What follows belongs to an exercise in optimizing a design on an open flow for small area and a short achievable clock period; a production flow would make more cautious choices. No run shown here included a check of the RTL's function; only the layout flow was run. Power is estimated from default activity; no workload was simulated.

$ cat design/flow/config.mk
export PLATFORM = sky130hd
export DESIGN_NAME = ChecksumRTL_noparam
export DESIGN_NICKNAME = ChecksumRTL_noparam
export VERILOG_FILES = /design/flow/design.v
export SDC_FILE = /design/flow/constraint.sdc
export NUM_CORES = 4
export LEC_CHECK = 0
export CAP_MARGIN = 20
export CORE_MARGIN = 2
export CORE_UTILIZATION = 40
export CTS_BUF_LIST = sky130_fd_sc_hd__clkbuf_4
export SLEW_MARGIN = 20
export SYNTH_HIERARCHICAL = 1
$ cat design/flow/constraint.sdc
create_clock -name core_clock -period 16.0 [get_ports {clk}]
set_input_delay 3.2000 -clock core_clock [delete_from_list [all_inputs] [get_ports {clk}]]
set_output_delay 3.2000 -clock core_clock [all_outputs]
set_load 0.01 [all_outputs]
$ cat design/flow/design.v
module ChecksumRTL_noparam
(
  input  logic [0:0] clk ,
  input  logic [0:0] reset ,
  input  logic [0:0] recv__en  ,
  input  logic [127:0] recv__msg  ,
  output logic [0:0] recv__rdy  ,
  output logic [0:0] send__en  ,
  output logic [31:0] send__msg  ,
  input  logic [0:0] send__rdy
);
  logic [0:0]  full;
  logic [15:0] sum1_q, sum2_q;
  wire s1, c2;
  csa_fa u_s1 (.a(recv__msg[0]), .b(recv__msg[16]), .c(recv__msg[32]), .s(s1), .co(c2));
  wire s3, c4;
  csa_fa u_s3 (.a(recv__msg[1]), .b(recv__msg[17]), .c(recv__msg[33]), .s(s3), .co(c4));
  wire s5, c6;
  csa_fa u_s5 (.a(recv__msg[2]), .b(recv__msg[18]), .c(recv__msg[34]), .s(s5), .co(c6));
  wire s7, c8;
  csa_fa u_s7 (.a(recv__msg[3]), .b(recv__msg[19]), .c(recv__msg[35]), .s(s7), .co(c8));
  wire s9, c10;
  csa_fa u_s9 (.a(recv__msg[4]), .b(recv__msg[20]), .c(recv__msg[36]), .s(s9), .co(c10));
  wire s11, c12;
  csa_fa u_s11 (.a(recv__msg[5]), .b(recv__msg[21]), .c(recv__msg[37]), .s(s11), .co(c12));
  wire s13, c14;
  csa_fa u_s13 (.a(recv__msg[6]), .b(recv__msg[22]), .c(recv__msg[38]), .s(s13), .co(c14));
  wire s15, c16;
  csa_fa u_s15 (.a(recv__msg[7]), .b(recv__msg[23]), .c(recv__msg[39]), .s(s15), .co(c16));
  wire s17, c18;
  csa_fa u_s17 (.a(recv__msg[8]), .b(recv__msg[24]), .c(recv__msg[40]), .s(s17), .co(c18));
  wire s19, c20;
  csa_fa u_s19 (.a(recv__msg[9]), .b(recv__msg[25]), .c(recv__msg[41]), .s(s19), .co(c20));
  wire s21, c22;
  csa_fa u_s21 (.a(recv__msg[10]), .b(recv__msg[26]), .c(recv__msg[42]), .s(s21), .co(c22));
  wire s23, c24;
  csa_fa u_s23 (.a(recv__msg[11]), .b(recv__msg[27]), .c(recv__msg[43]), .s(s23), .co(c24));
  wire s25, c26;
  csa_fa u_s25 (.a(recv__msg[12]), .b(recv__msg[28]), .c(recv__msg[44]), .s(s25), .co(c26));
  wire s27, c28;
  csa_fa u_s27 (.a(recv__msg[13]), .b(recv__msg[29]), .c(recv__msg[45]), .s(s27), .co(c28));
  wire s29, c30;
  csa_fa u_s29 (.a(recv__msg[14]), .b(recv__msg[30]), .c(recv__msg[46]), .s(s29), .co(c30));
  wire s31;
  assign s31 = recv__msg[15] ^ recv__msg[31] ^ recv__msg[47];
  wire s32, c33;
  csa_fa u_s32 (.a(recv__msg[48]), .b(recv__msg[80]), .c(recv__msg[112]), .s(s32), .co(c33));
  wire s34, c35;
  csa_fa u_s34 (.a(recv__msg[49]), .b(recv__msg[81]), .c(recv__msg[113]), .s(s34), .co(c35));
  wire s36, c37;
  csa_fa u_s36 (.a(recv__msg[50]), .b(recv__msg[82]), .c(recv__msg[114]), .s(s36), .co(c37));
  wire s38, c39;
  csa_fa u_s38 (.a(recv__msg[51]), .b(recv__msg[83]), .c(recv__msg[115]), .s(s38), .co(c39));
  wire s40, c41;
  csa_fa u_s40 (.a(recv__msg[52]), .b(recv__msg[84]), .c(recv__msg[116]), .s(s40), .co(c41));
  wire s42, c43;
  csa_fa u_s42 (.a(recv__msg[53]), .b(recv__msg[85]), .c(recv__msg[117]), .s(s42), .co(c43));
  wire s44, c45;
  csa_fa u_s44 (.a(recv__msg[54]), .b(recv__msg[86]), .c(recv__msg[118]), .s(s44), .co(c45));
  wire s46, c47;
  csa_fa u_s46 (.a(recv__msg[55]), .b(recv__msg[87]), .c(recv__msg[119]), .s(s46), .co(c47));
  wire s48, c49;
  csa_fa u_s48 (.a(recv__msg[56]), .b(recv__msg[88]), .c(recv__msg[120]), .s(s48), .co(c49));
  wire s50, c51;
  csa_fa u_s50 (.a(recv__msg[57]), .b(recv__msg[89]), .c(recv__msg[121]), .s(s50), .co(c51));
  wire s52, c53;
  csa_fa u_s52 (.a(recv__msg[58]), .b(recv__msg[90]), .c(recv__msg[122]), .s(s52), .co(c53));
  wire s54, c55;
  csa_fa u_s54 (.a(recv__msg[59]), .b(recv__msg[91]), .c(recv__msg[123]), .s(s54), .co(c55));
  wire s56, c57;
  csa_fa u_s56 (.a(recv__msg[60]), .b(recv__msg[92]), .c(recv__msg[124]), .s(s56), .co(c57));
  wire s58, c59;
  csa_fa u_s58 (.a(recv__msg[61]), .b(recv__msg[93]), .c(recv__msg[125]), .s(s58), .co(c59));
  wire s60, c61;
  csa_fa u_s60 (.a(recv__msg[62]), .b(recv__msg[94]), .c(recv__msg[126]), .s(s60), .co(c61));
  wire s62;
  assign s62 = recv__msg[63] ^ recv__msg[95] ^ recv__msg[127];
  wire ni63;
  assign ni63 = ~recv__msg[16];
  wire ni64;
  assign ni64 = ~recv__msg[17];
  wire ni65;
  assign ni65 = ~recv__msg[18];
  wire ni66;
  assign ni66 = ~recv__msg[19];
  wire ni67;
  assign ni67 = ~recv__msg[20];
  wire ni68;
  assign ni68 = ~recv__msg[21];
  wire ni69;
  assign ni69 = ~recv__msg[22];
  wire ni70;
  assign ni70 = ~recv__msg[23];
  wire ni71;
  assign ni71 = ~recv__msg[24];
  wire ni72;
  assign ni72 = ~recv__msg[25];
  wire ni73;
  assign ni73 = ~recv__msg[26];
  wire ni74;
  assign ni74 = ~recv__msg[27];
  wire ni75;
  assign ni75 = ~recv__msg[28];
  wire ni76;
  assign ni76 = ~recv__msg[29];
  wire ni77;
  assign ni77 = ~recv__msg[30];
  wire ni78;
  assign ni78 = ~recv__msg[31];
  wire ni79;
  assign ni79 = ~recv__msg[32];
  wire ni80;
  assign ni80 = ~recv__msg[33];
  wire ni81;
  assign ni81 = ~recv__msg[34];
  wire ni82;
  assign ni82 = ~recv__msg[35];
  wire ni83;
  assign ni83 = ~recv__msg[36];
  wire ni84;
  assign ni84 = ~recv__msg[37];
  wire ni85;
  assign ni85 = ~recv__msg[38];
  wire ni86;
  assign ni86 = ~recv__msg[39];
  wire ni87;
  assign ni87 = ~recv__msg[40];
  wire ni88;
  assign ni88 = ~recv__msg[41];
  wire ni89;
  assign ni89 = ~recv__msg[42];
  wire ni90;
  assign ni90 = ~recv__msg[43];
  wire ni91;
  assign ni91 = ~recv__msg[44];
  wire ni92;
  assign ni92 = ~recv__msg[45];
  wire ni93;
  assign ni93 = ~recv__msg[46];
  wire ni94;
  assign ni94 = ~recv__msg[47];
  wire s95, c96;
  csa_fa u_s95 (.a(recv__msg[64]), .b(recv__msg[96]), .c(s1), .s(s95), .co(c96));
  wire s97, c98;
  csa_fa u_s97 (.a(recv__msg[65]), .b(recv__msg[97]), .c(c2), .s(s97), .co(c98));
  wire s99, c100;
  csa_fa u_s99 (.a(c33), .b(s3), .c(s34), .s(s99), .co(c100));
  wire s101, c102;
  csa_fa u_s101 (.a(c96), .b(s97), .c(s99), .s(s101), .co(c102));
  wire s103, c104;
  csa_fa u_s103 (.a(recv__msg[66]), .b(recv__msg[98]), .c(c4), .s(s103), .co(c104));
  wire s105, c106;
  csa_fa u_s105 (.a(c35), .b(s5), .c(s36), .s(s105), .co(c106));
  wire s107, c108;
  csa_fa u_s107 (.a(c98), .b(c100), .c(s103), .s(s107), .co(c108));
  wire s109, c110;
  csa_fa u_s109 (.a(s105), .b(c102), .c(s107), .s(s109), .co(c110));
  wire s111, c112;
  csa_fa u_s111 (.a(recv__msg[67]), .b(recv__msg[99]), .c(c6), .s(s111), .co(c112));
  wire s113, c114;
  csa_fa u_s113 (.a(c37), .b(s7), .c(s38), .s(s113), .co(c114));
  wire s115, c116;
  csa_fa u_s115 (.a(c104), .b(c106), .c(s111), .s(s115), .co(c116));
  wire s117, c118;
  csa_fa u_s117 (.a(s113), .b(c108), .c(s115), .s(s117), .co(c118));
  wire s119, c120;
  csa_fa u_s119 (.a(recv__msg[68]), .b(recv__msg[100]), .c(c8), .s(s119), .co(c120));
  wire s121, c122;
  csa_fa u_s121 (.a(c39), .b(s9), .c(s40), .s(s121), .co(c122));
  wire s123, c124;
  csa_fa u_s123 (.a(c112), .b(c114), .c(s119), .s(s123), .co(c124));
  wire s125, c126;
  csa_fa u_s125 (.a(s121), .b(c116), .c(s123), .s(s125), .co(c126));
  wire s127, c128;
  csa_fa u_s127 (.a(recv__msg[69]), .b(recv__msg[101]), .c(c10), .s(s127), .co(c128));
  wire s129, c130;
  csa_fa u_s129 (.a(c41), .b(s11), .c(s42), .s(s129), .co(c130));
  wire s131, c132;
  csa_fa u_s131 (.a(c120), .b(c122), .c(s127), .s(s131), .co(c132));
  wire s133, c134;
  csa_fa u_s133 (.a(s129), .b(c124), .c(s131), .s(s133), .co(c134));
  wire s135, c136;
  csa_fa u_s135 (.a(recv__msg[70]), .b(recv__msg[102]), .c(c12), .s(s135), .co(c136));
  wire s137, c138;
  csa_fa u_s137 (.a(c43), .b(s13), .c(s44), .s(s137), .co(c138));
  wire s139, c140;
  csa_fa u_s139 (.a(c128), .b(c130), .c(s135), .s(s139), .co(c140));
  wire s141, c142;
  csa_fa u_s141 (.a(s137), .b(c132), .c(s139), .s(s141), .co(c142));
  wire s143, c144;
  csa_fa u_s143 (.a(recv__msg[71]), .b(recv__msg[103]), .c(c14), .s(s143), .co(c144));
  wire s145, c146;
  csa_fa u_s145 (.a(c45), .b(s15), .c(s46), .s(s145), .co(c146));
  wire s147, c148;
  csa_fa u_s147 (.a(c136), .b(c138), .c(s143), .s(s147), .co(c148));
  wire s149, c150;
  csa_fa u_s149 (.a(s145), .b(c140), .c(s147), .s(s149), .co(c150));
  wire s151, c152;
  csa_fa u_s151 (.a(recv__msg[72]), .b(recv__msg[104]), .c(c16), .s(s151), .co(c152));
  wire s153, c154;
  csa_fa u_s153 (.a(c47), .b(s17), .c(s48), .s(s153), .co(c154));
  wire s155, c156;
  csa_fa u_s155 (.a(c144), .b(c146), .c(s151), .s(s155), .co(c156));
  wire s157, c158;
  csa_fa u_s157 (.a(s153), .b(c148), .c(s155), .s(s157), .co(c158));
  wire s159, c160;
  csa_fa u_s159 (.a(recv__msg[73]), .b(recv__msg[105]), .c(c18), .s(s159), .co(c160));
  wire s161, c162;
  csa_fa u_s161 (.a(c49), .b(s19), .c(s50), .s(s161), .co(c162));
  wire s163, c164;
  csa_fa u_s163 (.a(c152), .b(c154), .c(s159), .s(s163), .co(c164));
  wire s165, c166;
  csa_fa u_s165 (.a(s161), .b(c156), .c(s163), .s(s165), .co(c166));
  wire s167, c168;
  csa_fa u_s167 (.a(recv__msg[74]), .b(recv__msg[106]), .c(c20), .s(s167), .co(c168));
  wire s169, c170;
  csa_fa u_s169 (.a(c51), .b(s21), .c(s52), .s(s169), .co(c170));
  wire s171, c172;
  csa_fa u_s171 (.a(c160), .b(c162), .c(s167), .s(s171), .co(c172));
  wire s173, c174;
  csa_fa u_s173 (.a(s169), .b(c164), .c(s171), .s(s173), .co(c174));
  wire s175, c176;
  csa_fa u_s175 (.a(recv__msg[75]), .b(recv__msg[107]), .c(c22), .s(s175), .co(c176));
  wire s177, c178;
  csa_fa u_s177 (.a(c53), .b(s23), .c(s54), .s(s177), .co(c178));
  wire s179, c180;
  csa_fa u_s179 (.a(c168), .b(c170), .c(s175), .s(s179), .co(c180));
  wire s181, c182;
  csa_fa u_s181 (.a(s177), .b(c172), .c(s179), .s(s181), .co(c182));
  wire s183, c184;
  csa_fa u_s183 (.a(recv__msg[76]), .b(recv__msg[108]), .c(c24), .s(s183), .co(c184));
  wire s185, c186;
  csa_fa u_s185 (.a(c55), .b(s25), .c(s56), .s(s185), .co(c186));
  wire s187, c188;
  csa_fa u_s187 (.a(c176), .b(c178), .c(s183), .s(s187), .co(c188));
  wire s189, c190;
  csa_fa u_s189 (.a(s185), .b(c180), .c(s187), .s(s189), .co(c190));
  wire s191, c192;
  csa_fa u_s191 (.a(recv__msg[77]), .b(recv__msg[109]), .c(c26), .s(s191), .co(c192));
  wire s193, c194;
  csa_fa u_s193 (.a(c57), .b(s27), .c(s58), .s(s193), .co(c194));
  wire s195, c196;
  csa_fa u_s195 (.a(c184), .b(c186), .c(s191), .s(s195), .co(c196));
  wire s197, c198;
  csa_fa u_s197 (.a(s193), .b(c188), .c(s195), .s(s197), .co(c198));
  wire s199, c200;
  csa_fa u_s199 (.a(recv__msg[78]), .b(recv__msg[110]), .c(c28), .s(s199), .co(c200));
  wire s201, c202;
  csa_fa u_s201 (.a(c59), .b(s29), .c(s60), .s(s201), .co(c202));
  wire s203, c204;
  csa_fa u_s203 (.a(c192), .b(c194), .c(s199), .s(s203), .co(c204));
  wire s205, c206;
  csa_fa u_s205 (.a(s201), .b(c196), .c(s203), .s(s205), .co(c206));
  wire s207;
  assign s207 = recv__msg[79] ^ recv__msg[111] ^ c30;
  wire s208;
  assign s208 = c61 ^ s31 ^ s62;
  wire s209;
  assign s209 = c200 ^ c202 ^ s207;
  wire s210;
  assign s210 = s208 ^ c204 ^ s209;
  wire x211, x212;
  assign x211 = (s32) & (s95); assign x212 = (s32) ^ (s95);
  wire x213, x214;
  assign x213 = (c110) & (s117); assign x214 = (c110) ^ (s117);
  wire x215, x216;
  assign x215 = (c118) & (s125); assign x216 = (c118) ^ (s125);
  wire x217, x218;
  assign x217 = (c126) & (s133); assign x218 = (c126) ^ (s133);
  wire x219, x220;
  assign x219 = (c134) & (s141); assign x220 = (c134) ^ (s141);
  wire x221, x222;
  assign x221 = (c142) & (s149); assign x222 = (c142) ^ (s149);
  wire x223, x224;
  assign x223 = (c150) & (s157); assign x224 = (c150) ^ (s157);
  wire x225, x226;
  assign x225 = (c158) & (s165); assign x226 = (c158) ^ (s165);
  wire x227, x228;
  assign x227 = (c166) & (s173); assign x228 = (c166) ^ (s173);
  wire x229, x230;
  assign x229 = (c174) & (s181); assign x230 = (c174) ^ (s181);
  wire x231, x232;
  assign x231 = (c182) & (s189); assign x232 = (c182) ^ (s189);
  wire x233, x234;
  assign x233 = (c190) & (s197); assign x234 = (c190) ^ (s197);
  wire x235, x236;
  assign x235 = (c198) & (s205); assign x236 = (c198) ^ (s205);
  wire x237;
  assign x237 = (c206) ^ (s210);
  wire x238;
  assign x238 = ~((s101) & (x211));
  wire x239;
  assign x239 = ~((x214) & (s109));
  wire x240;
  assign x240 = ~(((x218) & (x215)) | (x217));
  wire x241;
  assign x241 = ~((x218) & (x216));
  wire x242;
  assign x242 = ~(((x222) & (x219)) | (x221));
  wire x243;
  assign x243 = ~((x222) & (x220));
  wire x244;
  assign x244 = ~(((x226) & (x223)) | (x225));
  wire x245;
  assign x245 = ~((x226) & (x224));
  wire x246;
  assign x246 = ~(((x230) & (x227)) | (x229));
  wire x247;
  assign x247 = ~((x230) & (x228));
  wire x248;
  assign x248 = ~(((x234) & (x231)) | (x233));
  wire x249;
  assign x249 = ~((x234) & (x232));
  wire x250;
  assign x250 = ~(x213);
  wire x251;
  assign x251 = ~(((x239) | (x238)) & (x250));
  wire x252;
  assign x252 = ~(((x243) | (x240)) & (x242));
  wire x253;
  assign x253 = ~((x243) | (x241));
  wire x254;
  assign x254 = ~(((x247) | (x244)) & (x246));
  wire x255;
  assign x255 = ~((x247) | (x245));
  wire x256;
  assign x256 = ~(((x253) & (x251)) | (x252));
  wire x257;
  assign x257 = ~(x256);
  wire x258;
  assign x258 = ~(((x255) & (x257)) | (x254));
  wire x259;
  assign x259 = ~(x251);
  wire x260;
  assign x260 = ~(((x241) | (x259)) & (x240));
  wire x261;
  assign x261 = ~(((x245) | (x256)) & (x244));
  wire x262;
  assign x262 = ~(((x249) | (x258)) & (x248));
  wire x263;
  assign x263 = (s109) & ~(x238);
  wire x264;
  assign x264 = ~(((x216) & (x251)) | (x215));
  wire x265;
  assign x265 = ~(((x220) & (x260)) | (x219));
  wire x266;
  assign x266 = ~(x256);
  wire x267;
  assign x267 = ~(((x224) & (x266)) | (x223));
  wire x268;
  assign x268 = ~(((x228) & (x261)) | (x227));
  wire x269;
  assign x269 = ~(x258);
  wire x270;
  assign x270 = ~(((x232) & (x269)) | (x231));
  wire x271;
  assign x271 = ~(((x236) & (x262)) | (x235));
  wire x272;
  assign x272 = (s101) ^ (x211);
  wire x273;
  assign x273 = ~((s109) ^ (x238));
  wire x274;
  assign x274 = (x214) ^ (x263);
  wire x275;
  assign x275 = (x216) ^ (x251);
  wire x276;
  assign x276 = ~((x218) ^ (x264));
  wire x277;
  assign x277 = (x220) ^ (x260);
  wire x278;
  assign x278 = ~((x222) ^ (x265));
  wire x279;
  assign x279 = ~((x224) ^ (x256));
  wire x280;
  assign x280 = ~((x226) ^ (x267));
  wire x281;
  assign x281 = (x228) ^ (x261);
  wire x282;
  assign x282 = ~((x230) ^ (x268));
  wire x283;
  assign x283 = ~((x232) ^ (x258));
  wire x284;
  assign x284 = ~((x234) ^ (x270));
  wire x285;
  assign x285 = (x236) ^ (x262);
  wire x286;
  assign x286 = ~((x237) ^ (x271));
  wire [15:0] s1_r;
  assign s1_r[0] = x212;
  assign s1_r[1] = x272;
  assign s1_r[2] = x273;
  assign s1_r[3] = x274;
  assign s1_r[4] = x275;
  assign s1_r[5] = x276;
  assign s1_r[6] = x277;
  assign s1_r[7] = x278;
  assign s1_r[8] = x279;
  assign s1_r[9] = x280;
  assign s1_r[10] = x281;
  assign s1_r[11] = x282;
  assign s1_r[12] = x283;
  assign s1_r[13] = x284;
  assign s1_r[14] = x285;
  assign s1_r[15] = x286;
  wire s287;
  assign s287 = ni63 ^ s32;
  wire c288;
  assign c288 = ni63 | s32;
  wire s289, c290;
  csa_fa u_s289 (.a(recv__msg[80]), .b(recv__msg[96]), .c(ni64), .s(s289), .co(c290));
  wire s291, c292;
  csa_fa u_s291 (.a(ni79), .b(c33), .c(s34), .s(s291), .co(c292));
  wire s293, c294;
  csa_fa u_s293 (.a(s289), .b(c288), .c(s291), .s(s293), .co(c294));
  wire s295, c296;
  csa_fa u_s295 (.a(recv__msg[48]), .b(recv__msg[64]), .c(recv__msg[81]), .s(s295), .co(c296));
  wire s297, c298;
  csa_fa u_s297 (.a(recv__msg[97]), .b(ni65), .c(ni80), .s(s297), .co(c298));
  wire s299, c300;
  csa_fa u_s299 (.a(c35), .b(s36), .c(s295), .s(s299), .co(c300));
  wire s301, c302;
  csa_fa u_s301 (.a(c290), .b(s297), .c(c292), .s(s301), .co(c302));
  wire s303, c304;
  csa_fa u_s303 (.a(s299), .b(c294), .c(s301), .s(s303), .co(c304));
  wire s305, c306;
  csa_fa u_s305 (.a(recv__msg[49]), .b(recv__msg[65]), .c(recv__msg[82]), .s(s305), .co(c306));
  wire s307, c308;
  csa_fa u_s307 (.a(recv__msg[98]), .b(ni66), .c(ni81), .s(s307), .co(c308));
  wire s309, c310;
  csa_fa u_s309 (.a(c37), .b(c296), .c(s1), .s(s309), .co(c310));
  wire s311, c312;
  csa_fa u_s311 (.a(s38), .b(s305), .c(c298), .s(s311), .co(c312));
  wire s313, c314;
  csa_fa u_s313 (.a(s307), .b(c300), .c(s309), .s(s313), .co(c314));
  wire s315, c316;
  csa_fa u_s315 (.a(s311), .b(c302), .c(s313), .s(s315), .co(c316));
  wire s317, c318;
  csa_fa u_s317 (.a(recv__msg[50]), .b(recv__msg[66]), .c(recv__msg[83]), .s(s317), .co(c318));
  wire s319, c320;
  csa_fa u_s319 (.a(recv__msg[99]), .b(ni67), .c(ni82), .s(s319), .co(c320));
  wire s321, c322;
  csa_fa u_s321 (.a(c2), .b(c39), .c(c306), .s(s321), .co(c322));
  wire s323, c324;
  csa_fa u_s323 (.a(s3), .b(s40), .c(s317), .s(s323), .co(c324));
  wire s325, c326;
  csa_fa u_s325 (.a(c308), .b(s319), .c(c310), .s(s325), .co(c326));
  wire s327, c328;
  csa_fa u_s327 (.a(s321), .b(c312), .c(s323), .s(s327), .co(c328));
  wire s329, c330;
  csa_fa u_s329 (.a(c314), .b(s325), .c(s327), .s(s329), .co(c330));
  wire s331, c332;
  csa_fa u_s331 (.a(recv__msg[51]), .b(recv__msg[67]), .c(recv__msg[84]), .s(s331), .co(c332));
  wire s333, c334;
  csa_fa u_s333 (.a(recv__msg[100]), .b(ni68), .c(ni83), .s(s333), .co(c334));
  wire s335, c336;
  csa_fa u_s335 (.a(c4), .b(c41), .c(c318), .s(s335), .co(c336));
  wire s337, c338;
  csa_fa u_s337 (.a(s5), .b(s42), .c(s331), .s(s337), .co(c338));
  wire s339, c340;
  csa_fa u_s339 (.a(c320), .b(s333), .c(c322), .s(s339), .co(c340));
  wire s341, c342;
  csa_fa u_s341 (.a(c324), .b(s335), .c(s337), .s(s341), .co(c342));
  wire s343, c344;
  csa_fa u_s343 (.a(c326), .b(s339), .c(c328), .s(s343), .co(c344));
  wire s345, c346;
  csa_fa u_s345 (.a(s341), .b(c330), .c(s343), .s(s345), .co(c346));
  wire s347, c348;
  csa_fa u_s347 (.a(recv__msg[52]), .b(recv__msg[68]), .c(recv__msg[85]), .s(s347), .co(c348));
  wire s349, c350;
  csa_fa u_s349 (.a(recv__msg[101]), .b(ni69), .c(ni84), .s(s349), .co(c350));
  wire s351, c352;
  csa_fa u_s351 (.a(c6), .b(c43), .c(c332), .s(s351), .co(c352));
  wire s353, c354;
  csa_fa u_s353 (.a(s7), .b(s44), .c(s347), .s(s353), .co(c354));
  wire s355, c356;
  csa_fa u_s355 (.a(c334), .b(s349), .c(c336), .s(s355), .co(c356));
  wire s357, c358;
  csa_fa u_s357 (.a(c338), .b(s351), .c(s353), .s(s357), .co(c358));
  wire s359, c360;
  csa_fa u_s359 (.a(c340), .b(s355), .c(c342), .s(s359), .co(c360));
  wire s361, c362;
  csa_fa u_s361 (.a(s357), .b(c344), .c(s359), .s(s361), .co(c362));
  wire s363, c364;
  csa_fa u_s363 (.a(recv__msg[53]), .b(recv__msg[69]), .c(recv__msg[86]), .s(s363), .co(c364));
  wire s365, c366;
  csa_fa u_s365 (.a(recv__msg[102]), .b(ni70), .c(ni85), .s(s365), .co(c366));
  wire s367, c368;
  csa_fa u_s367 (.a(c8), .b(c45), .c(c348), .s(s367), .co(c368));
  wire s369, c370;
  csa_fa u_s369 (.a(s9), .b(s46), .c(s363), .s(s369), .co(c370));
  wire s371, c372;
  csa_fa u_s371 (.a(c350), .b(s365), .c(c352), .s(s371), .co(c372));
  wire s373, c374;
  csa_fa u_s373 (.a(c354), .b(s367), .c(s369), .s(s373), .co(c374));
  wire s375, c376;
  csa_fa u_s375 (.a(c356), .b(s371), .c(c358), .s(s375), .co(c376));
  wire s377, c378;
  csa_fa u_s377 (.a(s373), .b(c360), .c(s375), .s(s377), .co(c378));
  wire s379, c380;
  csa_fa u_s379 (.a(recv__msg[54]), .b(recv__msg[70]), .c(recv__msg[87]), .s(s379), .co(c380));
  wire s381, c382;
  csa_fa u_s381 (.a(recv__msg[103]), .b(ni71), .c(ni86), .s(s381), .co(c382));
  wire s383, c384;
  csa_fa u_s383 (.a(c10), .b(c47), .c(c364), .s(s383), .co(c384));
  wire s385, c386;
  csa_fa u_s385 (.a(s11), .b(s48), .c(s379), .s(s385), .co(c386));
  wire s387, c388;
  csa_fa u_s387 (.a(c366), .b(s381), .c(c368), .s(s387), .co(c388));
  wire s389, c390;
  csa_fa u_s389 (.a(c370), .b(s383), .c(s385), .s(s389), .co(c390));
  wire s391, c392;
  csa_fa u_s391 (.a(c372), .b(s387), .c(c374), .s(s391), .co(c392));
  wire s393, c394;
  csa_fa u_s393 (.a(s389), .b(c376), .c(s391), .s(s393), .co(c394));
  wire s395, c396;
  csa_fa u_s395 (.a(recv__msg[55]), .b(recv__msg[71]), .c(recv__msg[88]), .s(s395), .co(c396));
  wire s397, c398;
  csa_fa u_s397 (.a(recv__msg[104]), .b(ni72), .c(ni87), .s(s397), .co(c398));
  wire s399, c400;
  csa_fa u_s399 (.a(c12), .b(c49), .c(c380), .s(s399), .co(c400));
  wire s401, c402;
  csa_fa u_s401 (.a(s13), .b(s50), .c(s395), .s(s401), .co(c402));
  wire s403, c404;
  csa_fa u_s403 (.a(c382), .b(s397), .c(c384), .s(s403), .co(c404));
  wire s405, c406;
  csa_fa u_s405 (.a(c386), .b(s399), .c(s401), .s(s405), .co(c406));
  wire s407, c408;
  csa_fa u_s407 (.a(c388), .b(s403), .c(c390), .s(s407), .co(c408));
  wire s409, c410;
  csa_fa u_s409 (.a(s405), .b(c392), .c(s407), .s(s409), .co(c410));
  wire s411, c412;
  csa_fa u_s411 (.a(recv__msg[56]), .b(recv__msg[72]), .c(recv__msg[89]), .s(s411), .co(c412));
  wire s413, c414;
  csa_fa u_s413 (.a(recv__msg[105]), .b(ni73), .c(ni88), .s(s413), .co(c414));
  wire s415, c416;
  csa_fa u_s415 (.a(c14), .b(c51), .c(c396), .s(s415), .co(c416));
  wire s417, c418;
  csa_fa u_s417 (.a(s15), .b(s52), .c(s411), .s(s417), .co(c418));
  wire s419, c420;
  csa_fa u_s419 (.a(c398), .b(s413), .c(c400), .s(s419), .co(c420));
  wire s421, c422;
  csa_fa u_s421 (.a(c402), .b(s415), .c(s417), .s(s421), .co(c422));
  wire s423, c424;
  csa_fa u_s423 (.a(c404), .b(s419), .c(c406), .s(s423), .co(c424));
  wire s425, c426;
  csa_fa u_s425 (.a(s421), .b(c408), .c(s423), .s(s425), .co(c426));
  wire s427, c428;
  csa_fa u_s427 (.a(recv__msg[57]), .b(recv__msg[73]), .c(recv__msg[90]), .s(s427), .co(c428));
  wire s429, c430;
  csa_fa u_s429 (.a(recv__msg[106]), .b(ni74), .c(ni89), .s(s429), .co(c430));
  wire s431, c432;
  csa_fa u_s431 (.a(c16), .b(c53), .c(c412), .s(s431), .co(c432));
  wire s433, c434;
  csa_fa u_s433 (.a(s17), .b(s54), .c(s427), .s(s433), .co(c434));
  wire s435, c436;
  csa_fa u_s435 (.a(c414), .b(s429), .c(c416), .s(s435), .co(c436));
  wire s437, c438;
  csa_fa u_s437 (.a(c418), .b(s431), .c(s433), .s(s437), .co(c438));
  wire s439, c440;
  csa_fa u_s439 (.a(c420), .b(s435), .c(c422), .s(s439), .co(c440));
  wire s441, c442;
  csa_fa u_s441 (.a(s437), .b(c424), .c(s439), .s(s441), .co(c442));
  wire s443, c444;
  csa_fa u_s443 (.a(recv__msg[58]), .b(recv__msg[74]), .c(recv__msg[91]), .s(s443), .co(c444));
  wire s445, c446;
  csa_fa u_s445 (.a(recv__msg[107]), .b(ni75), .c(ni90), .s(s445), .co(c446));
  wire s447, c448;
  csa_fa u_s447 (.a(c18), .b(c55), .c(c428), .s(s447), .co(c448));
  wire s449, c450;
  csa_fa u_s449 (.a(s19), .b(s56), .c(s443), .s(s449), .co(c450));
  wire s451, c452;
  csa_fa u_s451 (.a(c430), .b(s445), .c(c432), .s(s451), .co(c452));
  wire s453, c454;
  csa_fa u_s453 (.a(c434), .b(s447), .c(s449), .s(s453), .co(c454));
  wire s455, c456;
  csa_fa u_s455 (.a(c436), .b(s451), .c(c438), .s(s455), .co(c456));
  wire s457, c458;
  csa_fa u_s457 (.a(s453), .b(c440), .c(s455), .s(s457), .co(c458));
  wire s459, c460;
  csa_fa u_s459 (.a(recv__msg[59]), .b(recv__msg[75]), .c(recv__msg[92]), .s(s459), .co(c460));
  wire s461, c462;
  csa_fa u_s461 (.a(recv__msg[108]), .b(ni76), .c(ni91), .s(s461), .co(c462));
  wire s463, c464;
  csa_fa u_s463 (.a(c20), .b(c57), .c(c444), .s(s463), .co(c464));
  wire s465, c466;
  csa_fa u_s465 (.a(s21), .b(s58), .c(s459), .s(s465), .co(c466));
  wire s467, c468;
  csa_fa u_s467 (.a(c446), .b(s461), .c(c448), .s(s467), .co(c468));
  wire s469, c470;
  csa_fa u_s469 (.a(c450), .b(s463), .c(s465), .s(s469), .co(c470));
  wire s471, c472;
  csa_fa u_s471 (.a(c452), .b(s467), .c(c454), .s(s471), .co(c472));
  wire s473, c474;
  csa_fa u_s473 (.a(s469), .b(c456), .c(s471), .s(s473), .co(c474));
  wire s475, c476;
  csa_fa u_s475 (.a(recv__msg[60]), .b(recv__msg[76]), .c(recv__msg[93]), .s(s475), .co(c476));
  wire s477, c478;
  csa_fa u_s477 (.a(recv__msg[109]), .b(ni77), .c(ni92), .s(s477), .co(c478));
  wire s479, c480;
  csa_fa u_s479 (.a(c22), .b(c59), .c(c460), .s(s479), .co(c480));
  wire s481, c482;
  csa_fa u_s481 (.a(s23), .b(s60), .c(s475), .s(s481), .co(c482));
  wire s483, c484;
  csa_fa u_s483 (.a(c462), .b(s477), .c(c464), .s(s483), .co(c484));
  wire s485, c486;
  csa_fa u_s485 (.a(c466), .b(s479), .c(s481), .s(s485), .co(c486));
  wire s487, c488;
  csa_fa u_s487 (.a(c468), .b(s483), .c(c470), .s(s487), .co(c488));
  wire s489, c490;
  csa_fa u_s489 (.a(s485), .b(c472), .c(s487), .s(s489), .co(c490));
  wire s491;
  assign s491 = recv__msg[61] ^ recv__msg[77] ^ recv__msg[94];
  wire s492;
  assign s492 = recv__msg[110] ^ ni78 ^ ni93;
  wire s493;
  assign s493 = c24 ^ c61 ^ c476;
  wire s494;
  assign s494 = s25 ^ s62 ^ s491;
  wire s495;
  assign s495 = c478 ^ s492 ^ c480;
  wire s496;
  assign s496 = c482 ^ s493 ^ s494;
  wire s497;
  assign s497 = c484 ^ s495 ^ c486;
  wire s498;
  assign s498 = s496 ^ c488 ^ s497;
  wire x499, x500;
  assign x499 = (c304) & (s315); assign x500 = (c304) ^ (s315);
  wire x501, x502;
  assign x501 = (c316) & (s329); assign x502 = (c316) ^ (s329);
  wire x503, x504;
  assign x503 = (c346) & (s361); assign x504 = (c346) ^ (s361);
  wire x505, x506;
  assign x505 = (c362) & (s377); assign x506 = (c362) ^ (s377);
  wire x507, x508;
  assign x507 = (c378) & (s393); assign x508 = (c378) ^ (s393);
  wire x509, x510;
  assign x509 = (c394) & (s409); assign x510 = (c394) ^ (s409);
  wire x511, x512;
  assign x511 = (c410) & (s425); assign x512 = (c410) ^ (s425);
  wire x513, x514;
  assign x513 = (c426) & (s441); assign x514 = (c426) ^ (s441);
  wire x515, x516;
  assign x515 = (c442) & (s457); assign x516 = (c442) ^ (s457);
  wire x517, x518;
  assign x517 = (c458) & (s473); assign x518 = (c458) ^ (s473);
  wire x519, x520;
  assign x519 = (c474) & (s489); assign x520 = (c474) ^ (s489);
  wire x521;
  assign x521 = (c490) ^ (s498);
  wire x522;
  assign x522 = ~((x500) & (s303));
  wire x523;
  assign x523 = ~((s345) & (x501));
  wire x524;
  assign x524 = ~((s345) & (x502));
  wire x525;
  assign x525 = ~(((x506) & (x503)) | (x505));
  wire x526;
  assign x526 = ~((x506) & (x504));
  wire x527;
  assign x527 = ~(((x510) & (x507)) | (x509));
  wire x528;
  assign x528 = ~((x510) & (x508));
  wire x529;
  assign x529 = ~(((x514) & (x511)) | (x513));
  wire x530;
  assign x530 = ~((x514) & (x512));
  wire x531;
  assign x531 = ~(((x518) & (x515)) | (x517));
  wire x532;
  assign x532 = ~((x518) & (x516));
  wire x533;
  assign x533 = ~(x522);
  wire x534;
  assign x534 = ~(((x533) & (s293)) | (x499));
  wire x535;
  assign x535 = ~(((x526) | (x523)) & (x525));
  wire x536;
  assign x536 = ~((x526) | (x524));
  wire x537;
  assign x537 = ~(((x530) | (x527)) & (x529));
  wire x538;
  assign x538 = ~((x530) | (x528));
  wire x539;
  assign x539 = ~(x534);
  wire x540;
  assign x540 = ~(((x536) & (x539)) | (x535));
  wire x541;
  assign x541 = ~(x540);
  wire x542;
  assign x542 = ~(((x538) & (x541)) | (x537));
  wire x543;
  assign x543 = ~(((x524) | (x534)) & (x523));
  wire x544;
  assign x544 = ~(((x528) | (x540)) & (x527));
  wire x545;
  assign x545 = ~(((x532) | (x542)) & (x531));
  wire x546;
  assign x546 = ~((s303) & (s293));
  wire x547;
  assign x547 = ~(x534);
  wire x548;
  assign x548 = ~(((x502) & (x547)) | (x501));
  wire x549;
  assign x549 = ~(((x504) & (x543)) | (x503));
  wire x550;
  assign x550 = ~(x540);
  wire x551;
  assign x551 = ~(((x508) & (x550)) | (x507));
  wire x552;
  assign x552 = ~(((x512) & (x544)) | (x511));
  wire x553;
  assign x553 = ~(x542);
  wire x554;
  assign x554 = ~(((x516) & (x553)) | (x515));
  wire x555;
  assign x555 = ~(((x520) & (x545)) | (x519));
  wire x556;
  assign x556 = ~(s287);
  wire x557;
  assign x557 = ~(s293);
  wire x558;
  assign x558 = (s303) ^ (s293);
  wire x559;
  assign x559 = ~((x500) ^ (x546));
  wire x560;
  assign x560 = ~((x502) ^ (x534));
  wire x561;
  assign x561 = ~((s345) ^ (x548));
  wire x562;
  assign x562 = (x504) ^ (x543);
  wire x563;
  assign x563 = ~((x506) ^ (x549));
  wire x564;
  assign x564 = ~((x508) ^ (x540));
  wire x565;
  assign x565 = ~((x510) ^ (x551));
  wire x566;
  assign x566 = (x512) ^ (x544);
  wire x567;
  assign x567 = ~((x514) ^ (x552));
  wire x568;
  assign x568 = ~((x516) ^ (x542));
  wire x569;
  assign x569 = ~((x518) ^ (x554));
  wire x570;
  assign x570 = (x520) ^ (x545);
  wire x571;
  assign x571 = ~((x521) ^ (x555));
  wire [15:0] s2_r;
  assign s2_r[0] = x556;
  assign s2_r[1] = x557;
  assign s2_r[2] = x558;
  assign s2_r[3] = x559;
  assign s2_r[4] = x560;
  assign s2_r[5] = x561;
  assign s2_r[6] = x562;
  assign s2_r[7] = x563;
  assign s2_r[8] = x564;
  assign s2_r[9] = x565;
  assign s2_r[10] = x566;
  assign s2_r[11] = x567;
  assign s2_r[12] = x568;
  assign s2_r[13] = x569;
  assign s2_r[14] = x570;
  assign s2_r[15] = x571;
  assign send__en  = full & ~reset & send__rdy;
  assign recv__rdy = ~reset & (~full | send__en);
  always_ff @(posedge clk) begin
    full <= ~reset & (recv__en | (full & ~send__en));
    if (recv__en) begin
      sum1_q <= s1_r;
      sum2_q <= s2_r;
    end
  end
  assign send__msg = {sum2_q, sum1_q};
endmodule
module csa_fa (input logic a, input logic b, input logic c, output logic s, output logic co);
  assign s  = a ^ b ^ c;
  assign co = (a & b) | (a & c) | (b & c);
endmodule
$ cat design/flow/run.sh
#!/bin/bash
# synth_recipe.tcl (not shown) runs the flow's synth.tcl, then flattens the netlist and writes it again
# the make line also repeats each setting of config.mk as NAME=value (left out here)
make -C /OpenROAD-flow-scripts/flow DESIGN_CONFIG=/design/flow/config.mk WORK_HOME=/design/flow/orfs CLKGATE_MAP_FILE= SYNTH_SCRIPT=/design/flow/synth_recipe.tcl finish
==> results of run 1 <==
==> routing by layer <==
layer  share of wire (%)  GRT usage, %  vias to the layer above
met5                   0             0                        -
met4                0.42          1.62                        0
met3                 5.2          2.70                        7
met2                  54          33.9                      108
met1                  40          23.0                     1797
li1                    -             -                     1547
==> cell type report <==
class,instances,area share (%)
sequential,33,12.3
tap,184,2.88
clock buffer,6,0.563
inverter,33,1.55
timing repair buffer,166,20.7
clock inverter,2,0.422
multi-input combinational,313,61.6
==> state kept, by name (all words and copies together) (netlist names) <==
name	count
full	1
sum2_q	16
sum1_q	16
==> final timing paths <==
| check | startpoint | to | slack, ns | cells past startpoint |
|---|---|---|---|---|
| max | recv__msg[56] | sum2_q[15] | 7.67 | 17 |
| min | full | full | 0.61 | 3 |
| max reg2reg | full | full | 15.31 | 3 |
| min reg2reg | full | full | 0.61 | 3 |
==> power groups by stage <==
stage          Clock [mW]  Combinational (mW)  Sequential (mW)
2_1_floorplan           0               0.966            0.281
3_3_place_gp            0                1.39            0.260
3_5_place_dp            0                1.41            0.261
4_1_cts            0.0636                1.42            0.259
5_1_grt            0.0670                1.60            0.262
6_report           0.0623                1.38            0.257
==> synth_stat cells (all sizes together) <==
cell type / n / share of area (%)
a21o: 3 / 0.37
a211oi: 1 / 0.12
ha: 26 / 5.4
a31o: 3 / 0.44
xor2: 14 / 2.0
and4: 1 / 0.15
a21oi: 9 / 0.75
nand4: 1 / 0.10
dfxtp: 1 / 0.33
edfxtp: 32 / 16
o31ai: 1 / 0.12
inv: 33 / 2.1
o21ai: 4 / 0.33
or2: 1 / 0.10
nand2b: 2 / 0.21
nor2b: 3 / 0.31
xnor2: 28 / 4.1
nor2: 8 / 0.50
nand2: 5 / 0.31
fa: 199 / 66
nand3: 1 / 0.083
nor3: 3 / 0.25
==> cells in the final DEF, fill, tap and decap left out, types with 4 or more instances in the layout <==
cell,netlist,final
nor2_1,8,8
edfxtp_1,32,32
clkdlybuf4s50_1,0,165
ha_1,26,26
inv_1,33,33
fa_1,199,199
o21ai_0,4,4
clkbuf_4,0,6
nand2_1,5,5
xor2_1,14,14
a21oi_1,9,9
xnor2_1,28,28
==> per-stage QoR <==
stage / hold WS (ns) / power (mW) / area [µm²]
finish: 0.607 / 1.70 / 8000
global route: 0.663 / 1.92 / 8000
CTS: 0.612 / 1.74 / 8000
detailed placement: 0.594 / 1.67 / 7920
global placement: 0.588 / 1.65 / 7920
floorplan: 0.568 / 1.25 / 6030
==> cell families after synthesis <==
family	after synthesis
adders and majority gates	225
AOI/OAI and AO/OA	21
buffers and inverters	33
xor gates and xnor gates	42
and+or+nand+nor	25
DFF	33
==> per-module statistics from Yosys (local to each module, per instance) <==
module / copies in the design / cell area [µm²] / cells inside / flops+latches
csa_fa: 187 / 20.0 / 1 / 0
ChecksumRTL_noparam: 1 / 2290 / 192 / 33
==> worst max-delay path, delay by kind of cell <==
kind / cells / cell delay, ns
adder cells (fa/ha/maj): 7 / 3.18
AO/OA/AOI/OAI: 4 / 0.83
XOR/XNOR: 5 / 0.73
buffers and inverters: 1 / 0.48
==> results.py, run 1 <==
metrics = {
    "clock_tree": {
        "tritoncts.num_buffers": 5,
        "clock_tree.htree_level_count": 2,
        "insertion_delay_ns": 0.32,
        "cts.clk_slew.worst_paths_ns": 0.11,
        "worst_case_clock_buffer_depth": 2,
        "post-cts-setup-buffer-count": 0,
        "cts_tree": "done",
        "clock-root-buffer": "clkbuf_4",
        "cts.sink_count": 33,
        "postCtsHoldBufs": 0,
        "post_cts_resize_count": 0,
    },
    "critical_path": {
        "critical_path.most_common_cell": "fa_1",
        "cpMaxStageDelayCell": "fa_1",
        "start_kind": "input port",
        "setup.worst_path.end_class": "register",
        "crit_arrival_ns": 8.42,
        "crit_path_required_time_ns": 16.09,
        "worst_path_largest_cell_delay_ns": 0.65,
        "critPathMaxFanout": 4,
        "path_cells": "clkdlybuf4s50_1, fa_1, fa_1, fa_1, fa_1, fa_1, ha_1, a21o_1, a21o_1, a211oi_1, a21oi_1, fa_1, xnor2_1, xnor2_1, xnor2_1, xnor2_1, xnor2_1",
        "criticalPathCategory": "input port to register",
    },
    "placement": {
        "dp.final_hpwl_um": 13100,
        "placement.setup.worst_slack_ns": 7.31,
        "placement.io_buffers": 165,
        "gpl.final_weighted_congestion": 0.802,
        "placed_cells": 729,
    },
    "floorplanning": {
        "floorplan.initialDensity_pct": 41.2,
        "dieWidth_um": 127,
        "cell_row_count": 44,
        "design.die.area_um2": 16100,
        "die_y_um": 127,
        "floorplan.core_area_um2": 14600,
        "boundaryPins": 166,
    },
    "synth": {
        "ys_seq_area_share_pct": 16.3,
        "postSynthRegisterBits": 33,
        "synthDistinctLibCells": 22,
        "synthXorXnorAreaFrac_pct": 6.10,
        "synthesis.yosys.warnings": 7,
        "synth.avg_cell_area_um2": 15.9,
        "synthesized_area_fraction_occupied_by_ao_oa_aoi_and_oai_cells_pct": 2.14,
        "synth_top_family_by_area": "adder cells",
        "post_synth_fa_ha_maj_area_fraction_pct": 71.4,
        "mappedNetlistArea_um2": 6030,
        "syn-instance-count": 379,
        "synth.mux.area_fraction_pct": 0,
        "yosys.area_share.simple_pct": 2.01,
        "synth_fp_nets": 736,
    },
    "sta": {
        "final.setup_skew_ns": 0,
        "max-slew-margin-rel_pct": 71.5,
        "rsz0062_at_grt": "no",
        "layout_worst_path_cycle_share_pct": 52.1,
        "final-max-slew-violation-count": 0,
        "finalSetupTns_ns": 0,
        "finalCriticalPeriod_ns": 8.33,
        "timing.fmax_mhz": 120,
        "final_hold_viol_count": 0,
        "fin_ws_ns": 7.67,
        "setup_violations": 0,
        "tightestPinTransition_ns": 0.427,
    },
    "cells_and_area": {
        "fillers": 1249,
        "post_route_cells_drive_above_1_share_pct": 2.17,
        "syn2layout_area_growth_pct": 32.6,
        "final_core_utilization_pct": 54.6,
        "final_cell_count_no_fill": 737,
        "layout.area.seq_um2": 981,
        "antenna_cells_inserted": 0,
        "multi_input_area_um2": 4930,
        "finish.net_count": 909,
    },
    "power": {
        "switching_share_pct": 43.4,
        "p_seq_share_pct": 15.1,
        "vdd_ir_drop_max_mv": 0.123,
        "power_dissipated_by_switching_net_loads_mw": 0.738,
        "power.static_leakage_nw": 3.08,
        "portion_of_total_power_attributed_to_combinational_logic_pct": 81.2,
        "power-per-cell-area_nw_per_um2": 213,
        "power.share.clock_pct": 3.7,
        "internal_power_mw": 0.964,
    },
    "route": {
        "detail_route.iter0.violations": 83,
        "route.final.wire_length_um": 13400,
        "overall_via_count_from_detail_route": 3459,
        "avgViaCountPerCell": 4.69,
        "postRouteAntennaNets": 0,
        "drt-wirelength-per-cell_um": 18.2,
        "drc": 0,
        "drt_pre_antenna_iters": 4,
    },
    "hold_path": {
        "hold_path.class": "register to register",
    },
    "global_routing": {
        "grt_pass1_wl_um": 22500,
        "grt_pass1_vias": 4450,
        "antenna_found_initial": 0,
        "grt-ovfl-total": 0,
        "gr-usage-all-layers_pct": 18.0,
        "grt_max_degree": 34,
    },
    "status": {
        "status": "complete, no violations",
    },
    "run": {
        "max_cap_viol_count": 0,
    },
}
==> run 2, diff against run 1 <==
--- a/design/flow/design.v
+++ b/design/flow/design.v
@@ -624,147 +624,109 @@
   assign s497 = c484 ^ s495 ^ c486;
   wire s498;
   assign s498 = s496 ^ c488 ^ s497;
-  wire x499, x500;
-  assign x499 = (c304) & (s315); assign x500 = (c304) ^ (s315);
-  wire x501, x502;
-  assign x501 = (c316) & (s329); assign x502 = (c316) ^ (s329);
-  wire x503, x504;
-  assign x503 = (c346) & (s361); assign x504 = (c346) ^ (s361);
-  wire x505, x506;
-  assign x505 = (c362) & (s377); assign x506 = (c362) ^ (s377);
-  wire x507, x508;
-  assign x507 = (c378) & (s393); assign x508 = (c378) ^ (s393);
-  wire x509, x510;
-  assign x509 = (c394) & (s409); assign x510 = (c394) ^ (s409);
-  wire x511, x512;
-  assign x511 = (c410) & (s425); assign x512 = (c410) ^ (s425);
-  wire x513, x514;
-  assign x513 = (c426) & (s441); assign x514 = (c426) ^ (s441);
-  wire x515, x516;
-  assign x515 = (c442) & (s457); assign x516 = (c442) ^ (s457);
-  wire x517, x518;
-  assign x517 = (c458) & (s473); assign x518 = (c458) ^ (s473);
-  wire x519, x520;
-  assign x519 = (c474) & (s489); assign x520 = (c474) ^ (s489);
-  wire x521;
-  assign x521 = (c490) ^ (s498);
-  wire x522;
-  assign x522 = ~((x500) & (s303));
-  wire x523;
-  assign x523 = ~((s345) & (x501));
-  wire x524;
-  assign x524 = ~((s345) & (x502));
-  wire x525;
-  assign x525 = ~(((x506) & (x503)) | (x505));
-  wire x526;
-  assign x526 = ~((x506) & (x504));
-  wire x527;
-  assign x527 = ~(((x510) & (x507)) | (x509));
-  wire x528;
-  assign x528 = ~((x510) & (x508));
-  wire x529;
-  assign x529 = ~(((x514) & (x511)) | (x513));
-  wire x530;
-  assign x530 = ~((x514) & (x512));
-  wire x531;
-  assign x531 = ~(((x518) & (x515)) | (x517));
-  wire x532;
-  assign x532 = ~((x518) & (x516));
-  wire x533;
-  assign x533 = ~(x522);
-  wire x534;
-  assign x534 = ~(((x533) & (s293)) | (x499));
-  wire x535;
-  assign x535 = ~(((x526) | (x523)) & (x525));
-  wire x536;
-  assign x536 = ~((x526) | (x524));
-  wire x537;
-  assign x537 = ~(((x530) | (x527)) & (x529));
-  wire x538;
-  assign x538 = ~((x530) | (x528));
-  wire x539;
-  assign x539 = ~(x534);
-  wire x540;
-  assign x540 = ~(((x536) & (x539)) | (x535));
-  wire x541;
-  assign x541 = ~(x540);
-  wire x542;
-  assign x542 = ~(((x538) & (x541)) | (x537));
-  wire x543;
-  assign x543 = ~(((x524) | (x534)) & (x523));
-  wire x544;
-  assign x544 = ~(((x528) | (x540)) & (x527));
-  wire x545;
-  assign x545 = ~(((x532) | (x542)) & (x531));
-  wire x546;
-  assign x546 = ~((s303) & (s293));
-  wire x547;
-  assign x547 = ~(x534);
-  wire x548;
-  assign x548 = ~(((x502) & (x547)) | (x501));
-  wire x549;
-  assign x549 = ~(((x504) & (x543)) | (x503));
-  wire x550;
-  assign x550 = ~(x540);
-  wire x551;
-  assign x551 = ~(((x508) & (x550)) | (x507));
-  wire x552;
-  assign x552 = ~(((x512) & (x544)) | (x511));
-  wire x553;
-  assign x553 = ~(x542);
-  wire x554;
-  assign x554 = ~(((x516) & (x553)) | (x515));
-  wire x555;
-  assign x555 = ~(((x520) & (x545)) | (x519));
-  wire x556;
-  assign x556 = ~(s287);
-  wire x557;
-  assign x557 = ~(s293);
-  wire x558;
-  assign x558 = (s303) ^ (s293);
-  wire x559;
-  assign x559 = ~((x500) ^ (x546));
-  wire x560;
-  assign x560 = ~((x502) ^ (x534));
-  wire x561;
-  assign x561 = ~((s345) ^ (x548));
-  wire x562;
-  assign x562 = (x504) ^ (x543);
-  wire x563;
-  assign x563 = ~((x506) ^ (x549));
-  wire x564;
-  assign x564 = ~((x508) ^ (x540));
-  wire x565;
-  assign x565 = ~((x510) ^ (x551));
-  wire x566;
-  assign x566 = (x512) ^ (x544);
-  wire x567;
-  assign x567 = ~((x514) ^ (x552));
-  wire x568;
-  assign x568 = ~((x516) ^ (x542));
-  wire x569;
-  assign x569 = ~((x518) ^ (x554));
-  wire x570;
-  assign x570 = (x520) ^ (x545);
-  wire x571;
-  assign x571 = ~((x521) ^ (x555));
+  wire g499, p500;
+  assign g499 = c304 & s315;
+  assign p500 = c304 ^ s315;
+  wire g501, p502;
+  assign g501 = c316 & s329;
+  assign p502 = c316 ^ s329;
+  wire g503, p504;
+  assign g503 = c346 & s361;
+  assign p504 = c346 ^ s361;
+  wire g505, p506;
+  assign g505 = c362 & s377;
+  assign p506 = c362 ^ s377;
+  wire g507, p508;
+  assign g507 = c378 & s393;
+  assign p508 = c378 ^ s393;
+  wire g509, p510;
+  assign g509 = c394 & s409;
+  assign p510 = c394 ^ s409;
+  wire g511, p512;
+  assign g511 = c410 & s425;
+  assign p512 = c410 ^ s425;
+  wire g513, p514;
+  assign g513 = c426 & s441;
+  assign p514 = c426 ^ s441;
+  wire g515, p516;
+  assign g515 = c442 & s457;
+  assign p516 = c442 ^ s457;
+  wire g517, p518;
+  assign g517 = c458 & s473;
+  assign p518 = c458 ^ s473;
+  wire g519, p520;
+  assign g519 = c474 & s489;
+  assign p520 = c474 ^ s489;
+  wire g521, p522;
+  assign g521 = c490 & s498;
+  assign p522 = c490 ^ s498;
+  wire [15:0] s2_p = {p522, p520, p518, p516, p514, p512, p510, p508, p506, p504, s345, p502, p500, s303, ~(s293), ~s287};
+  wire s2_G1_1 = s293 | (s2_p[1] & 1'b0);
+  wire s2_G1_3 = g499 | (s2_p[3] & 1'b0);
+  wire s2_P1_3 = s2_p[3] & s2_p[2];
+  wire s2_G1_5 = 1'b0 | (s2_p[5] & g501);
+  wire s2_P1_5 = s2_p[5] & s2_p[4];
+  wire s2_G1_7 = g505 | (s2_p[7] & g503);
+  wire s2_P1_7 = s2_p[7] & s2_p[6];
+  wire s2_G1_9 = g509 | (s2_p[9] & g507);
+  wire s2_P1_9 = s2_p[9] & s2_p[8];
+  wire s2_G1_11 = g513 | (s2_p[11] & g511);
+  wire s2_P1_11 = s2_p[11] & s2_p[10];
+  wire s2_G1_13 = g517 | (s2_p[13] & g515);
+  wire s2_P1_13 = s2_p[13] & s2_p[12];
+  wire s2_G1_15 = g521 | (s2_p[15] & g519);
+  wire s2_P1_15 = s2_p[15] & s2_p[14];
+  wire s2_G2_2 = 1'b0 | (s2_p[2] & s2_G1_1);
+  wire s2_G2_3 = s2_G1_3 | (s2_P1_3 & s2_G1_1);
+  wire s2_G2_6 = g503 | (s2_p[6] & s2_G1_5);
+  wire s2_P2_6 = s2_p[6] & s2_P1_5;
+  wire s2_G2_7 = s2_G1_7 | (s2_P1_7 & s2_G1_5);
+  wire s2_P2_7 = s2_P1_7 & s2_P1_5;
+  wire s2_G2_10 = g511 | (s2_p[10] & s2_G1_9);
+  wire s2_P2_10 = s2_p[10] & s2_P1_9;
+  wire s2_G2_11 = s2_G1_11 | (s2_P1_11 & s2_G1_9);
+  wire s2_P2_11 = s2_P1_11 & s2_P1_9;
+  wire s2_G2_14 = g519 | (s2_p[14] & s2_G1_13);
+  wire s2_P2_14 = s2_p[14] & s2_P1_13;
+  wire s2_G2_15 = s2_G1_15 | (s2_P1_15 & s2_G1_13);
+  wire s2_P2_15 = s2_P1_15 & s2_P1_13;
+  wire s2_G3_4 = g501 | (s2_p[4] & s2_G2_3);
+  wire s2_G3_5 = s2_G1_5 | (s2_P1_5 & s2_G2_3);
+  wire s2_G3_6 = s2_G2_6 | (s2_P2_6 & s2_G2_3);
+  wire s2_G3_7 = s2_G2_7 | (s2_P2_7 & s2_G2_3);
+  wire s2_G3_12 = g515 | (s2_p[12] & s2_G2_11);
+  wire s2_P3_12 = s2_p[12] & s2_P2_11;
+  wire s2_G3_13 = s2_G1_13 | (s2_P1_13 & s2_G2_11);
+  wire s2_P3_13 = s2_P1_13 & s2_P2_11;
+  wire s2_G3_14 = s2_G2_14 | (s2_P2_14 & s2_G2_11);
+  wire s2_P3_14 = s2_P2_14 & s2_P2_11;
+  wire s2_G3_15 = s2_G2_15 | (s2_P2_15 & s2_G2_11);
+  wire s2_P3_15 = s2_P2_15 & s2_P2_11;
+  wire s2_G4_8 = g507 | (s2_p[8] & s2_G3_7);
+  wire s2_G4_9 = s2_G1_9 | (s2_P1_9 & s2_G3_7);
+  wire s2_G4_10 = s2_G2_10 | (s2_P2_10 & s2_G3_7);
+  wire s2_G4_11 = s2_G2_11 | (s2_P2_11 & s2_G3_7);
+  wire s2_G4_12 = s2_G3_12 | (s2_P3_12 & s2_G3_7);
+  wire s2_G4_13 = s2_G3_13 | (s2_P3_13 & s2_G3_7);
+  wire s2_G4_14 = s2_G3_14 | (s2_P3_14 & s2_G3_7);
+  wire s2_G4_15 = s2_G3_15 | (s2_P3_15 & s2_G3_7);
   wire [15:0] s2_r;
-  assign s2_r[0] = x556;
-  assign s2_r[1] = x557;
-  assign s2_r[2] = x558;
-  assign s2_r[3] = x559;
-  assign s2_r[4] = x560;
-  assign s2_r[5] = x561;
-  assign s2_r[6] = x562;
-  assign s2_r[7] = x563;
-  assign s2_r[8] = x564;
-  assign s2_r[9] = x565;
-  assign s2_r[10] = x566;
-  assign s2_r[11] = x567;
-  assign s2_r[12] = x568;
-  assign s2_r[13] = x569;
-  assign s2_r[14] = x570;
-  assign s2_r[15] = x571;
+  assign s2_r[0] = s2_p[0];
+  assign s2_r[1] = s2_p[1] ^ 1'b0;
+  assign s2_r[2] = s2_p[2] ^ s2_G1_1;
+  assign s2_r[3] = s2_p[3] ^ s2_G2_2;
+  assign s2_r[4] = s2_p[4] ^ s2_G2_3;
+  assign s2_r[5] = s2_p[5] ^ s2_G3_4;
+  assign s2_r[6] = s2_p[6] ^ s2_G3_5;
+  assign s2_r[7] = s2_p[7] ^ s2_G3_6;
+  assign s2_r[8] = s2_p[8] ^ s2_G3_7;
+  assign s2_r[9] = s2_p[9] ^ s2_G4_8;
+  assign s2_r[10] = s2_p[10] ^ s2_G4_9;
+  assign s2_r[11] = s2_p[11] ^ s2_G4_10;
+  assign s2_r[12] = s2_p[12] ^ s2_G4_11;
+  assign s2_r[13] = s2_p[13] ^ s2_G4_12;
+  assign s2_r[14] = s2_p[14] ^ s2_G4_13;
+  assign s2_r[15] = s2_p[15] ^ s2_G4_14;
   assign send__en  = full & ~reset & send__rdy;
   assign recv__rdy = ~reset & (~full | send__en);
   always_ff @(posedge clk) begin
==> run 2 against run 1 <==
Net effect: synthesized cell count increased by 3.2%; first-iteration DRC count decreased by 2.4%; largest power group unchanged; largest cell class unchanged; cell count increased by 2.2%; area after synthesis increased by 0.89%; combinational power increased by 8%; via count increased by 3.3%.
==> results.py, run 2 <==
metrics = {
    "placement": {
        "placement.io_buffers": 165,
        "gpl.final_weighted_congestion": 0.839,
        "placed_cells": 745,
        "dp.final_hpwl_um": 13100,
    },
    "cells_and_area": {
        "layout.cells.most_common_list": "fa_1 (195), clkdlybuf4s50_1 (165), inv_1 (40)",
        "final_common_cell": "fa_1",
        "post_route_cells_drive_above_1_share_pct": 3.01,
        "antenna_cells_inserted": 0,
        "top_regs": "sum1_q x16, sum2_q x16, full x1",
        "syn2layout_area_growth_pct": 32.4,
        "fillers": 1266,
        "final_cell_count_no_fill": 753,
        "multi_input_area_um2": 4950,
        "finish.net_count": 918,
        "final_core_utilization_pct": 53.6,
        "layout.area.seq_um2": 981,
    },
    "floorplanning": {
        "cell_row_count": 45,
        "die_y_um": 127,
        "design.die.area_um2": 16200,
        "dieWidth_um": 127,
        "floorplan.initialDensity_pct": 40.5,
        "boundaryPins": 166,
        "floorplan.core_area_um2": 15000,
    },
    "global_routing": {
        "grt-ovfl-total": 0,
        "gr-usage-all-layers_pct": 18.4,
        "grt_max_degree": 34,
        "antenna_found_initial": 0,
        "grt_pass1_vias": 4552,
        "grt_pass1_wl_um": 23100,
    },
    "sta": {
        "rsz0062_at_grt": "no",
        "max-slew-margin-rel_pct": 72.3,
        "setup_violations": 0,
        "timing.fmax_mhz": 124,
        "final-max-slew-violation-count": 0,
        "finalCriticalPeriod_ns": 8.05,
        "layout_worst_path_cycle_share_pct": 50.3,
        "final_hold_viol_count": 0,
        "final.setup_skew_ns": 0,
        "finalSetupTns_ns": 0,
        "tightestPinTransition_ns": 0.416,
    },
    "synth": {
        "syn-instance-count": 391,
        "synthTopCellsByArea": "fa_1 (64%), edfxtp_1 (16%), ha_1 (5.6%), xnor2_1 (4.7%), inv_1 (2.5%)",
        "netlist_top_cells_count": "fa_1 (195), inv_1 (40), xnor2_1 (33), edfxtp_1 (32), ha_1 (27)",
        "synthArstFlopShare_pct": 0,
        "synthDistinctLibCells": 30,
        "primary_flip_flop_cell_chosen_by_synthesis_mapping": "edfxtp_1",
        "yosysTopAreaCellShare_pct": 64.1,
        "leading_cell_type_by_number_of_instances_after_synthesis": "fa_1",
        "synth_largest_area_cell": "fa_1",
        "synthesis.yosys.warnings": 7,
        "mappedNetlistArea_um2": 6090,
        "synth.avg_cell_area_um2": 15.6,
        "synth_fp_nets": 745,
        "edff_count_synth": 32,
        "postSynthRegisterBits": 33,
        "ys_seq_area_share_pct": 16.1,
    },
    "run": {
        "max_cap_viol_count": 0,
    },
    "route": {
        "avgViaCountPerCell": 4.74,
        "drt_pre_antenna_iters": 4,
        "overall_via_count_from_detail_route": 3572,
        "postRouteAntennaNets": 0,
        "drt-wirelength-per-cell_um": 17.9,
        "drc": 0,
        "detail_route.iter0.violations": 81,
        "route.final.wire_length_um": 13500,
    },
    "power": {
        "vdd_ir_drop_max_mv": 0.161,
        "power-per-cell-area_nw_per_um2": 224,
        "power.static_leakage_nw": 3.11,
    },
    "clock_tree": {
        "insertion_delay_ns": 0.33,
        "clock_tree.htree_level_count": 2,
        "post-cts-setup-buffer-count": 0,
        "cts.clk_slew.worst_paths_ns": 0.10,
        "worst_case_clock_buffer_depth": 2,
        "postCtsHoldBufs": 0,
        "cts.sink_count": 33,
        "clock-root-buffer": "clkbuf_4",
        "post_cts_resize_count": 0,
        "cts_tree": "done",
        "tritoncts.num_buffers": 5,
    },
    "critical_path": {
        "critPathMaxFanout": 2,
        "setup.worst_path.end_class": "register",
        "criticalPathCategory": "input port to register",
        "crit_path_required_time_ns": 16.08,
        "worstSetupStartpoint": "recv__msg[49]",
        "start_kind": "input port",
        "reg2reg_from": "full",
        "crit_arrival_ns": 8.13,
    },
    "status": {
        "status": "complete, no violations",
    },
    "hold_path": {
        "hold_path_startpoint": "full",
        "hold_path.class": "register to register",
    },
}
run 2: worst paths after layout:
check	endpoint	slack, ns	cells past startpoint
hold reg to reg	full	0.62	3
setup / recovery	sum1_q[15]	7.95	17
setup reg to reg	full	15.29	3
hold / removal	full	0.62	3
run 2: cell type report:
type | count | share of cell area (%)
Sequential cell | 33 | 12.2
Clock buffer | 6 | 0.559
Inverter | 40 | 1.86
Clock inverter | 2 | 0.419
Tap cell | 188 | 2.92
Timing Repair Buffer | 166 | 20.6
Multi-Input combinational cell | 318 | 61.5
run 2: per-module statistics from Yosys, one instance, submodules excluded:
module / copies in the design / cells / area [µm²] / flops+latches
ChecksumRTL_noparam: 1 / 204 / 2340 / 33
csa_fa: 187 / 1 / 20.0 / 0
run 2: power by group:
part	internal, mW	switching [mW]	leakage [nW]
registers	0.244	0.0126	0.322
clock network	0.0342	0.0274	0.0433
logic	0.733	0.756	2.75
total	1.01	0.796	3.11
run 2: cell families (layout without fill, tap and decap cells):
kind of cell,count (synthesis),in the layout,synth area share (%)
AND/OR/NAND/NOR,20,20,1.54
adder cells (fa/ha/maj),222,222,69.7
XOR/XNOR,45,45,6.48
flip-flops,33,33,16.1
AO/OA/AOI/OAI,31,31,3.70
buffers and inverters,40,214,2.47
run 2: per-layer routing:
metal | track usage [%] | vias up | wire length, µm | part of all wire (%)
met3 | 1.63 | 12 | 447 | 3.3
li1 | - | 1595 | - | -
met1 | 23.8 | 1860 | 5480 | 41
met2 | 34.5 | 105 | 7430 | 55
met4 | 2.91 | 0 | 146 | 1.1
met5 | 0 | - | 0 | 0
run 2: through the flow:
step                      hold WS, ns  setup WS (ns)  total power, mW  area (µm²)
after CTS                       0.629           7.87             1.85        8060
final                           0.620           7.95             1.81        8060
after global placement          0.585           7.59             1.77        7980
after detailed placement        0.611           7.51             1.78        7980
after global routing            0.678           7.63             2.02        8060
after floorplan                 0.568           8.41             1.33        6090
run 2: critical path, stage by stage:
cell	delay, ns
clkdlybuf4s50_1	0.48
fa_1	0.52
fa_1	0.47
fa_1	0.56
fa_1	0.42
ha_1	0.32
a31o_2	0.27
a21oi_1	0.18
o21ai_0	0.11
a31o_2	0.27
a21oi_1	0.22
o21ai_0	0.15
fa_1	0.39
xnor2_1	0.19
xnor2_1	0.15
xnor2_1	0.15
xnor2_1	0.08
